This is an optimization exercise on Yosys and OpenROAD, whose aim is small area, a short achievable clock period and few clock cycles per item, not a production implementation. Where RTL was checked, it was by simulation tests only, not by an equivalence proof against the original.

==> flow/design.v (excerpt) <==
module fpu (
    input wire clk,
    input wire rst,
    input wire [31:0] fpscr,
    input wire in_valid,
    input wire [15:0] in_raw,
    input wire [3:0] in_fop,
    input wire [31:0] in_frl,
    input wire [31:0] in_frh,
    input wire [31:0] in_fr0,
    output reg out_valid,
    output reg out_t,
    output reg out_t_wen,
    output reg [31:0] out_fpul,
    output reg out_fpul_wen,
    output reg out_wen,
    output reg [3:0] out_wdst,
    output reg out_wbank,
    output reg [31:0] out_wdata
);
Size: about 4,500 cells after synthesis, roughly 230 I/O pins.
export LEC_CHECK = 0
export ABC_AREA = 1
export CAP_MARGIN = 20
export CORE_MARGIN = 2
export CORE_UTILIZATION = 40
export PLACE_DENSITY = 0.6
export SLEW_MARGIN = 20
create_clock -name core_clock -period 25.0 [get_ports {clk}]
standard.sh (not shown) runs the stock make flow with config.mk's settings and CLKGATE_MAP_FILE= SYNTH_SCRIPT=/design/flow/synth_recipe.tcl, a recipe that flattens the netlist after the stock synthesis.
==> flow/flow/run.sh <==
#!/bin/bash
set -euo pipefail
bash standard.sh SETUP_SLACK_MARGIN=11.75 finish > standard_flow.log 2>&1
The starting point ran to the end with no violations.
Testbench counts at the start, summed over its fixed seeds: cycles 2,056, ops 2,048.
Edit:
==> flow/flow/run.sh (replaced) <==
#!/bin/bash
set -euo pipefail
bash standard.sh SETUP_SLACK_MARGIN=12 finish > standard_flow.log 2>&1
The changed run finished with timing, DRC and antenna clean.
Final area climbs by about 0.75%.
Flip-flop and latch count stays the same.
Non-clock buffer count climbs by 19.
Worst hold slack got worse by 0.0062 ns.
Cell count hardly moves.
Edit:
==> flow/flow/run.sh (replaced) <==
#!/bin/bash
set -euo pipefail
bash standard.sh SETUP_SLACK_MARGIN=13.5 "BUFFER_PORTS_ARGS=-buffer_cell sky130_fd_sc_hd__buf_4" finish > standard_flow.log 2>&1
Outcome:
- worst setup slack improves by 0.38 ns
- worst hold slack degrades by 0.34 ns
- global-route usage came out higher by 2.3 points
- clock-buffer cell count came out higher by 1
Edit:
==> flow/flow/run.sh (replaced) <==
#!/bin/bash
set -euo pipefail
bash standard.sh SETUP_SLACK_MARGIN=12 finish > standard_flow.log 2>&1
Settings changed: CORE_UTILIZATION 40 to 30, PLACE_DENSITY 0.6 to 0.5.
The new run ran to the end with no violations.
Wire length goes up slightly.
Utilization goes down by 15 points.
Synthesized cell count does not change.
First-iteration DRC count goes down by about a fifth.

== 09-27 ==
Another version of the RTL of fpu (not shown whole).
Size: roughly 4400 cells after synthesis, roughly 97 flip-flops, about 0.031 sq mm of cells after synthesis.
==> flow/config.mk <==
export PLATFORM = sky130hd
export DESIGN_NAME = fpu
export DESIGN_NICKNAME = fpu
export VERILOG_FILES = /design/flow/design.v
export SDC_FILE = /design/flow/constraint.sdc
export NUM_CORES = 4
export LEC_CHECK = 0
export ABC_AREA = 1
export CAP_MARGIN = 20
export CORE_MARGIN = 2
export CORE_UTILIZATION = 65
export PLACE_DENSITY = 0.75
export SLEW_MARGIN = 20
==> flow/constraint.sdc <==
create_clock -name core_clock -period 25.0 [get_ports {clk}]
set_input_delay 5.0000 -clock core_clock [delete_from_list [all_inputs] [get_ports {clk}]]
set_output_delay 5.0000 -clock core_clock [all_outputs]
set_load 0.01 [all_outputs]
run.sh (not shown) runs the stock make flow with config.mk's settings and CLKGATE_MAP_FILE= SYNTH_SCRIPT=/design/flow/synth_recipe.tcl, a recipe that flattens the netlist after the stock synthesis.
Stock flow here: none of the scripts above is used.
Relative to 09-27, the following input files were edited for 08-04:
- CORE_UTILIZATION: 65 -> 40
- PLACE_DENSITY: 0.75 -> 0.6
[summary]
- Relative to 09-27, die width increased by 27% in 08-04.
- 08-04 vs 09-27 — wire length climbed by a few percent
- Die area went up by more than half going from 09-27 to 08-04.
No run of this note included a check of the RTL's function; only the layout flow was run.

Another version of the RTL of fpu (not shown whole).
Size in the first run: about 4,400 cells after synthesis, ~230 I/O pins, about 0.031 mm2 of cells after synthesis.
==> flow/config.mk <==
export PLATFORM = sky130hd
export DESIGN_NAME = fpu
export DESIGN_NICKNAME = fpu
export VERILOG_FILES = /design/flow/design.v
export SDC_FILE = /design/flow/constraint.sdc
export NUM_CORES = 4
export LEC_CHECK = 0
export ABC_AREA = 1
export CAP_MARGIN = 20
export CORE_MARGIN = 2
export CORE_UTILIZATION = 40
export PLACE_DENSITY = 0.6
export SLEW_MARGIN = 20
==> flow/constraint.sdc <==
create_clock -name core_clock -period 25.0 [get_ports {clk}]
set_input_delay 5.0000 -clock core_clock [delete_from_list [all_inputs] [get_ports {clk}]]
set_output_delay 5.0000 -clock core_clock [all_outputs]
set_load 0.01 [all_outputs]
standard.sh (not shown) runs the stock make flow with config.mk's settings and CLKGATE_MAP_FILE= SYNTH_SCRIPT=/design/flow/synth_recipe.tcl, a recipe that flattens the netlist after the stock synthesis.
==> flow/flow/run.sh <==
#!/bin/bash
set -euo pipefail
bash standard.sh SETUP_SLACK_MARGIN=12 finish > standard_flow.log 2>&1
Testbench counts at the start, summed over its fixed seeds: cycles 2,056, ops 2,048.
Edit:
==> flow/run.sh (new file) <==
#!/bin/bash
# synth_recipe.tcl (not shown) runs the flow's synth.tcl, then flattens the netlist and writes it again
# the make line also repeats each setting of config.mk as NAME=value (left out here)
make -C /OpenROAD-flow-scripts/flow DESIGN_CONFIG=/design/flow/config.mk WORK_HOME=/design/flow/orfs CLKGATE_MAP_FILE= SYNTH_SCRIPT=/design/flow/synth_recipe.tcl finish
removed: flow/flow/run.sh
removed: flow/standard.sh
Non-clock buffer count came out lower by 161.
Maximum frequency came out lower by about 20%.
Wire length came out lower by about 6%.
Area after synthesis stays the same.
Global-route usage came out lower by 1.2 points.
Die area does not change.

fpu with an RTL version that a note above also has.
Size: roughly 4500 cells after synthesis, roughly 0.031 mm² of cells after synthesis.
clock: 25.0 ns
lec_check: 0
abc_area: 1
cap_margin: 20
core_margin: 2
core_utilization: 55
place_density: 0.7
slew_margin: 20
==> flow/flow/run.sh <==
#!/bin/bash
set -euo pipefail
bash standard.sh SETUP_SLACK_MARGIN=12 finish > standard_flow.log 2>&1
The first run passed the timing, DRC and antenna checks.
Testbench counts at the start, summed over its fixed seeds: cycles 2,056, ops 2,048.
Rerun with:
==> flow/flow/run.sh (replaced) <==
#!/bin/bash
set -euo pipefail
bash standard.sh SETUP_SLACK_MARGIN=11 finish > standard_flow.log 2>&1
CORE_UTILIZATION = 40   (was 55)
PLACE_DENSITY = 0.6   (was 0.7)
Effect: The new run completed without violations; utilization fell by 19 points; worst hold slack gets worse by 0.0083 ns.
Rerun with:
==> flow/flow/run.sh (replaced) <==
#!/bin/bash
set -euo pipefail
bash standard.sh SETUP_SLACK_MARGIN=12.5 finish > standard_flow.log 2>&1
Effect: The new run went through all stages and came out clean; cell count rises by about 4%; critical path depth is higher by 37; worst hold slack improved by 0.0094 ns; design area goes up by about 11%; area after synthesis stays the same.

Starting RTL as in the previous note.
==> flow/config.mk <==
export PLATFORM = sky130hd
export DESIGN_NAME = fpu
export DESIGN_NICKNAME = fpu
export VERILOG_FILES = /design/flow/design.v
export SDC_FILE = /design/flow/constraint.sdc
export NUM_CORES = 4
export LEC_CHECK = 0
export CAP_MARGIN = 20
export CORE_MARGIN = 2
export CORE_UTILIZATION = 40
export PLACE_DENSITY = 0.6
export SLEW_MARGIN = 20
==> flow/constraint.sdc <==
create_clock -name core_clock -period 25.0 [get_ports {clk}]
set_input_delay 5.0000 -clock core_clock [delete_from_list [all_inputs] [get_ports {clk}]]
set_output_delay 5.0000 -clock core_clock [all_outputs]
set_load 0.01 [all_outputs]
==> flow/flow/run.sh <==
#!/bin/bash

set -euo pipefail
bash standard.sh SETUP_SLACK_MARGIN=12 finish > standard_flow.log 2>&1
Testbench counts at the start, summed over its fixed seeds: cycles 2,056, ops 2,048.
Rerun with:
==> flow/flow/run.sh (replaced) <==
#!/bin/bash
set -euo pipefail
bash standard.sh SETUP_SLACK_MARGIN=12.5 "BUFFER_PORTS_ARGS=-buffer_cell sky130_fd_sc_hd__buf_4" finish > standard_flow.log 2>&1
ABC_AREA = 1   (was default)
Outcome:
- The changed run produced a clean layout
- design area is lower by 3.1%
- global-route usage is lower by 0.94 points
- fmax is higher by 5.6%
- non-clock buffer count is higher by 24

## before
Starting RTL as in the previous note.
clock: 25.0 ns
lec_check: 0
abc_area: 1
cap_margin: 20
core_margin: 2
core_utilization: 40
place_density: 0.6
slew_margin: 20
==> flow/flow/run.sh <==
#!/bin/bash
# 1. the standard synthesis.
# 2. polarity.py flips full adders (a full adder is self-dual) to remove
#    most inverters between them; registers and their names are untouched.
set -euo pipefail
R=orfs/results/$FLOW_PLATFORM/fpu/base
bash standard.sh synth > synth.log 2>&1
python3 flow/polarity.py $R/1_2_yosys.v polar.v > polarity.log 2>&1
mkdir -p synth_std
cp $R/1_2_yosys.v synth_std/
rm -rf orfs
bash standard.sh SYNTH_NETLIST_FILES=$PWD/polar.v SETUP_SLACK_MARGIN=12 finish > standard_flow.log 2>&1
Other scripts of this flow, unchanged in this note and not shown: flow/flow/polarity.py
before has completed all stages; timing, DRC and antenna checks passed.
Testbench counts of before, summed over its fixed seeds: cycles 2,056, ops 2,048.
Modified inputs, after compared to before
diff --git a/flow/flow/run.sh b/flow/flow/run.sh
--- a/flow/flow/run.sh
+++ b/flow/flow/run.sh
@@ -10,3 +10,3 @@
 cp $R/1_2_yosys.v synth_std/
 rm -rf orfs
-bash standard.sh SYNTH_NETLIST_FILES=$PWD/polar.v SETUP_SLACK_MARGIN=12 finish > standard_flow.log 2>&1
+bash standard.sh SYNTH_NETLIST_FILES=$PWD/polar.v SETUP_SLACK_MARGIN=12.4 finish > standard_flow.log 2>&1
### Flow results
Reported for before and after, count of input and output buffers turned out identical to the last digit. A critical path startpoint of r_sh[1]$_DFF_P_ is what after shows, while in_frh[18] belongs to before. Relative to before, total routing usage reported by global routing increased by 1.7 points in after. before reports its critical path class as input pin to output pin while after reports register to output pin. after vs. before: wire length of the first global-routing pass shows an increase of 5.3%; number of combinational gates with multiple inputs shows no meaningful change.

-- what the ideal ports hide --
Ports are ideal in the flow. The routed layouts listed here were re-timed in OpenROAD.
Step 1: set_driving_cell puts a clkbuf_16 on clk and a buf_2 on each other input, an assumption about the parent block.
Step 2 times the ports against the registers' clock, not the clock port: input delays grow and output delays shrink by t, the midpoint of the rising clock arrivals with the driver on.
a / b / c = ideal / step 1 / step 2; a / b = the first two.
| run | shift t [ns] | slack for setup (ns) | slew at the worst register clock pin (ns) | worst data-port slew with drivers (ns) |
|---|---|---|---|---|
| the first run of note 1 | 0.373 | 11.867 / 11.847 / 11.641 | 0.07 / 0.07 | 0.14 |
| the second run of note 1 | 0.387 | 12.146 / 12.113 / 11.914 | 0.07 / 0.07 | 0.14 |
| the third run of note 1 | 0.383 | 12.530 / 12.484 / 12.111 | 0.07 / 0.07 | 0.19 |
| the fourth run of note 1 | 0.409 | 12.086 / 12.047 / 11.884 | 0.07 / 0.07 | 0.18 |
| 09-27 | 0.415 | 8.164 / 8.113 / 8.528 | 0.08 / 0.08 | 0.06 |
| 08-04 | 0.411 | 8.716 / 8.670 / 9.081 | 0.08 / 0.08 | 0.13 |
| the first run of note 3 | 0.422 | 12.132 / 12.080 / 12.025 | 0.08 / 0.08 | 0.06 |
| the second run of note 3 | 0.418 | 8.776 / 8.729 / 9.147 | 0.08 / 0.08 | 0.06 |
| the first run of note 4 | 0.379 | 12.065 / 12.083 / 11.704 | 0.07 / 0.07 | 0.11 |
| the second run of note 4 | 0.385 | 11.172 / 11.150 / 11.036 | 0.07 / 0.07 | 0.13 |
| the third run of note 4 | 0.374 | 12.388 / 12.348 / 12.173 | 0.07 / 0.07 | 0.15 |
| the first run of note 5 | 0.387 | 11.701 / 11.660 / 11.475 | 0.07 / 0.07 | 0.33 |
| the second run of note 5 | 0.386 | 12.409 / 12.366 / 12.005 | 0.08 / 0.08 | 0.18 |
| before | 0.374 | 12.145 / 12.068 / 11.853 | 0.07 / 0.07 | 0.16 |
| after | 0.400 | 12.251 / 12.202 / 11.907 | 0.08 / 0.08 | 0.12 |
After both steps setup and hold are still met in every run listed. For the third run of note 1, which loses most, drivers alone change the setup slack by -0.046 ns; drivers and shift together by -0.419 ns.
